What follows belongs to an exercise in optimizing a design on an open flow for small area and a short achievable clock period; a production flow would make more cautious choices. No activity file was given, so power comes from the tool's default toggle rates.

## the baseline
## riscv_core_ref
module riscv_core_ref (
input clk,
input rstn,
output [31:0] instr_mem_addr,
input  [31:0] instr_mem_rdata,
output [31:0] data_mem_addr,
output        data_mem_write,
output [31:0] data_mem_wdata,
input  [31:0] data_mem_rdata
);
Settings: LEC_CHECK=0, CAP_MARGIN=20, CORE_MARGIN=2, CORE_UTILIZATION=45, CTS_CLUSTER_DIAMETER=80, CTS_CLUSTER_SIZE=20, PLACE_DENSITY=0.6, SETUP_SLACK_MARGIN=3.5, SLEW_MARGIN=20, SYNTH_HIERARCHICAL=1; clock period 12.0 ns.
standard.sh (not shown) runs the stock make flow with config.mk's settings and CLKGATE_MAP_FILE= SYNTH_SCRIPT=/design/flow/synth_recipe.tcl, a recipe that flattens the netlist after the stock synthesis.
==> flow/flow/run.sh <==
#!/bin/bash
# Own layout flow: the standard synthesis unchanged, then the standard ORFS
# layout with the I/O port buffers made from buf_4 and the delay cells kept
# out of the resizer's choices.  Each step's output goes to its own log here.
set -euo pipefail
DU="sky130_fd_sc_hd__probe_p_8 sky130_fd_sc_hd__probec_p_8 sky130_fd_sc_hd__lpflow_bleeder_1 sky130_fd_sc_hd__lpflow_clkbufkapwr_1 sky130_fd_sc_hd__lpflow_clkbufkapwr_16 sky130_fd_sc_hd__lpflow_clkbufkapwr_2 sky130_fd_sc_hd__lpflow_clkbufkapwr_4 sky130_fd_sc_hd__lpflow_clkbufkapwr_8 sky130_fd_sc_hd__lpflow_clkinvkapwr_1 sky130_fd_sc_hd__lpflow_clkinvkapwr_16 sky130_fd_sc_hd__lpflow_clkinvkapwr_2 sky130_fd_sc_hd__lpflow_clkinvkapwr_4 sky130_fd_sc_hd__lpflow_clkinvkapwr_8 sky130_fd_sc_hd__lpflow_decapkapwr_12 sky130_fd_sc_hd__lpflow_decapkapwr_3 sky130_fd_sc_hd__lpflow_decapkapwr_4 sky130_fd_sc_hd__lpflow_decapkapwr_6 sky130_fd_sc_hd__lpflow_decapkapwr_8 sky130_fd_sc_hd__lpflow_inputiso0n_1 sky130_fd_sc_hd__lpflow_inputiso0p_1 sky130_fd_sc_hd__lpflow_inputiso1n_1 sky130_fd_sc_hd__lpflow_inputiso1p_1 sky130_fd_sc_hd__lpflow_inputisolatch_1 sky130_fd_sc_hd__lpflow_isobufsrc_1 sky130_fd_sc_hd__lpflow_isobufsrc_16 sky130_fd_sc_hd__lpflow_isobufsrc_2 sky130_fd_sc_hd__lpflow_isobufsrc_4 sky130_fd_sc_hd__lpflow_isobufsrc_8 sky130_fd_sc_hd__lpflow_isobufsrckapwr_16 sky130_fd_sc_hd__lpflow_lsbuf_lh_hl_isowell_tap_1 sky130_fd_sc_hd__lpflow_lsbuf_lh_hl_isowell_tap_2 sky130_fd_sc_hd__lpflow_lsbuf_lh_hl_isowell_tap_4 sky130_fd_sc_hd__lpflow_lsbuf_lh_isowell_4 sky130_fd_sc_hd__lpflow_lsbuf_lh_isowell_tap_1 sky130_fd_sc_hd__lpflow_lsbuf_lh_isowell_tap_2 sky130_fd_sc_hd__lpflow_lsbuf_lh_isowell_tap_4"
DU="$DU sky130_fd_sc_hd__clkdlybuf4s15_1 sky130_fd_sc_hd__clkdlybuf4s15_2 sky130_fd_sc_hd__clkdlybuf4s18_1 sky130_fd_sc_hd__clkdlybuf4s18_2 sky130_fd_sc_hd__clkdlybuf4s25_1 sky130_fd_sc_hd__clkdlybuf4s25_2 sky130_fd_sc_hd__clkdlybuf4s50_1 sky130_fd_sc_hd__clkdlybuf4s50_2 sky130_fd_sc_hd__dlygate4sd1_1 sky130_fd_sc_hd__dlygate4sd2_1 sky130_fd_sc_hd__dlygate4sd3_1 sky130_fd_sc_hd__dlymetal6s2s_1 sky130_fd_sc_hd__dlymetal6s4s_1 sky130_fd_sc_hd__dlymetal6s6s_1"
bash standard.sh synth > std_synth.log 2>&1
bash standard.sh "DONT_USE_CELLS=$DU" "BUFFER_PORTS_ARGS=-buffer_cell sky130_fd_sc_hd__buf_4" finish > std_layout.log 2>&1
## Diff of input files: the candidate against the baseline
--- a/flow/design.v
+++ b/flow/design.v
@@ -91,35 +91,35 @@
 wire [31:0] ag;
 agu_add u_agu (.an(rsa_n), .bn(~ag_im), .r0(rsa_r0), .r1(rsa_r1), .b(ag_im), .s(ag));
 wire        use_imm = ~ins[5];                   
 wire [31:0] opb     = use_imm ? i_im : rsb;
 wire        do_sub  = ins[6] | (f3[2:1] == 2'b01) | (ins[5] & ins[30] & (f3 == 3'b000));
 wire [31:0] sum;
 wire        alu_co;
 wire [31:0] bn_imm = ~(i_im ^ {32{do_sub}});
 wire [31:0] bn_reg, alu_bn;
 generate
 for (gj = 0; gj < 32; gj = gj + 1) begin : g_bn
-    c_xor2 u_x (.a(rsb_n[gj]), .b(do_sub), .y(bn_reg[gj]));
-    c_mux2 u_m (.d0(bn_reg[gj]), .d1(bn_imm[gj]), .s(use_imm), .y(alu_bn[gj]));
+    c_xnor2 u_x (.a(rsb_n[gj]), .b(do_sub), .y(bn_reg[gj]));       
+    c_mux2i u_m (.d0(bn_reg[gj]), .d1(~bn_imm[gj]), .s(use_imm), .y(alu_bn[gj]));
 end
 endgenerate
 wire [31:0] x_and, x_or, x_xor;
 wire        c31;
 alu_add u_alu (.an(rsa_n), .bn(alu_bn), .ci(do_sub), .s(sum), .co(alu_co), .c31(c31),
                .xg(x_and), .xt(x_or), .xp(x_xor));
 wire        lt1     = ~x_xor[31] & rsa[31];
 wire        lt0     = x_xor[31] | rsa[31];
 wire        ltu1    = ~x_or[31];
 wire        ltu0    = ~x_and[31];
-wire        eq      = (rsa_n == rsb_n);
+wire        eq      = &x_xor;
 wire [4:0]  shamt   = opb[4:0];
 wire        sh_left = ~f3[2];
 wire        sh_fill = ins[30] & rsa[31];
 wire        sh_fp   = sh_fill & ~sh_left;        
 wire [31:0] sh_st [0:6];
 generate
 for (gj = 0; gj < 32; gj = gj + 1) begin : g_sh
     c_mux2i u_r0 (.d0(rsa_n[gj]), .d1(rsa_n[31-gj]), .s(sh_left), .y(sh_st[0][gj]));
     for (gi = 0; gi < 5; gi = gi + 1) begin : g_k
         if (gj + (1 << gi) < 32) begin : g_in
             c_mux2i u_s (.d0(sh_st[gi][gj]), .d1(sh_st[gi][gj + (1 << gi)]), .s(shamt[gi]), .y(sh_st[gi+1][gj]));
@@ -127,29 +127,29 @@
             c_mux2i u_s (.d0(sh_st[gi][gj]), .d1((gi % 2 == 0) ? sh_fp : ~sh_fp), .s(shamt[gi]), .y(sh_st[gi+1][gj]));
         end
     end
     c_mux2i u_r1 (.d0(sh_st[5][gj]), .d1(sh_st[5][31-gj]), .s(sh_left), .y(sh_st[6][gj]));
 end
 endgenerate
 wire [31:0] sh_out = sh_st[6];
 wire br_c1  = f3[2] ? (f3[1] ? ltu1 : lt1) : eq;
 wire br_c0  = f3[2] ? (f3[1] ? ltu0 : lt0) : eq;
 wire taken1 = op_jal | (op_br & (br_c1 ^ f3[0]));
 wire taken0 = op_jal | (op_br & (br_c0 ^ f3[0]));
+wire taken;
+c_mux2 u_tk (.d0(taken0), .d1(taken1), .s(c31), .y(taken));
 wire [31:1] pc_oth = op_jalr ? ag[31:1] : pc4[31:1];
-wire [31:1] pc_n1  = taken1 ? pc_sum[31:1] : pc_oth;
-wire [31:1] pc_n0  = taken0 ? pc_sum[31:1] : pc_oth;
 wire [31:1] pc_nxt;
 generate
 for (gj = 1; gj < 32; gj = gj + 1) begin : g_pcn
-    c_mux2 u_m (.d0(pc_n0[gj]), .d1(pc_n1[gj]), .s(c31), .y(pc_nxt[gj]));
+    c_mux2i u_m (.d0(~pc_oth[gj]), .d1(~pc_sum[gj]), .s(taken), .y(pc_nxt[gj]));
 end
 endgenerate
 always @(posedge clk or negedge rstn) begin
     if (!rstn) pc <= 31'b0;
     else       pc <= pc_nxt;
 end
 wire [1:0]  ab  = ag[1:0];
 wire [15:0] ldh = ab[1] ? data_mem_rdata[31:16] : data_mem_rdata[15:0];
 wire [7:0]  ldb = ab[0] ? ldh[15:8] : ldh[7:0];
 reg  [31:0] ld;
 always @(*) begin
@@ -203,27 +203,26 @@
     end
 end
 wire [3:0] wm;
 genvar gk;
 generate
 for (gk = 0; gk < 4; gk = gk + 1) begin : g_wm
     c_mux4 u_wm (.d0(wm_tt[gk][3]), .d1(wm_tt[gk][2]), .d2(wm_tt[gk][1]), .d3(wm_tt[gk][0]),
                  .s0(rsa_n[0]), .s1(rsa_n[1]), .y(wm[gk]));
 end
 endgenerate
 wire [31:0] st = f3[1] ? rsb : f3[0] ? {2{rsb[15:0]}} : {4{rsb[7:0]}};
-generate
-for (gj = 0; gj < 32; gj = gj + 1) begin : g_wdat
-    c_mux2 u_m (.d0(data_mem_rdata[gj]), .d1(st[gj]), .s(wm[gj / 8]), .y(data_mem_wdata[gj]));
-end
-endgenerate
+assign data_mem_wdata[7:0]   = wm[0] ? st[7:0]   : data_mem_rdata[7:0];
+assign data_mem_wdata[15:8]  = wm[1] ? st[15:8]  : data_mem_rdata[15:8];
+assign data_mem_wdata[23:16] = wm[2] ? st[23:16] : data_mem_rdata[23:16];
+assign data_mem_wdata[31:24] = wm[3] ? st[31:24] : data_mem_rdata[31:24];
 assign data_mem_write = op_store;
 assign data_mem_addr  = {ag[31:2], 2'b00};
 assign instr_mem_addr = pc_w;
 endmodule
 module rf_rd_bit (input [31:1] qn, input [31:1] sn, output yn, output [1:0] r);
 wire [15:0] p;
 wire [7:0]  q;
 c_nor2 u_p0 (.a(qn[1]), .b(sn[1]), .y(p[0]));
 genvar i;
 generate
 for (i = 1; i < 16; i = i + 1) begin : g_p
==> notes.md <==
- Sort the baseline and the candidate by wire length of the first global-routing pass, descending, and the baseline comes first.
- [compare] base=the baseline new=the candidate: static power due to leakage now sits lower, global-route usage over all layers now sits higher.
- Comparing the candidate against the baseline, there is no change at all in depth of the CTS H-tree.
- When the candidate is measured against the baseline, its number of inserted filler cells in the final layout turns out 136 lower.
- Diff the baseline and the candidate: fraction of the cycle the final worst path needs higher in the candidate
No functional check of the RTL was part of any run of this note.

-- port drivers added, routing unchanged --
In the flow no input, the clock included, has a driving cell. The finished layouts below were timed again as built, in two steps. Step 1 (the two cells are an assumption about what drives the block):
set clk [get_ports {clk}]
set_driving_cell -lib_cell sky130_fd_sc_hd__clkbuf_16 $clk
set_driving_cell -lib_cell sky130_fd_sc_hd__buf_2 [delete_from_list [all_inputs] $clk]
Step 2 adds t to the input delays and takes it off the output delays; t is the mean of the earliest and latest rising clock arrival at the registers after step 1. Input paths then give back, and output paths get back, about the clock's delay inside the block. a / b / c = no drivers / after step 1 / after step 2; a / b = the first two.
run | t (ns) | setup WS [ns] | clock arrival spread, ns
the baseline | 0.776 | 3.304 / 3.274 / 2.835 | 0.049 / 0.048
the candidate | 0.767 | 3.104 / 3.147 / 2.380 | 0.040 / 0.040
After both steps setup and hold are still met in every run listed. The setup slack of the candidate, which loses most, moves by +0.043 ns with the drivers and by -0.724 ns with both steps.
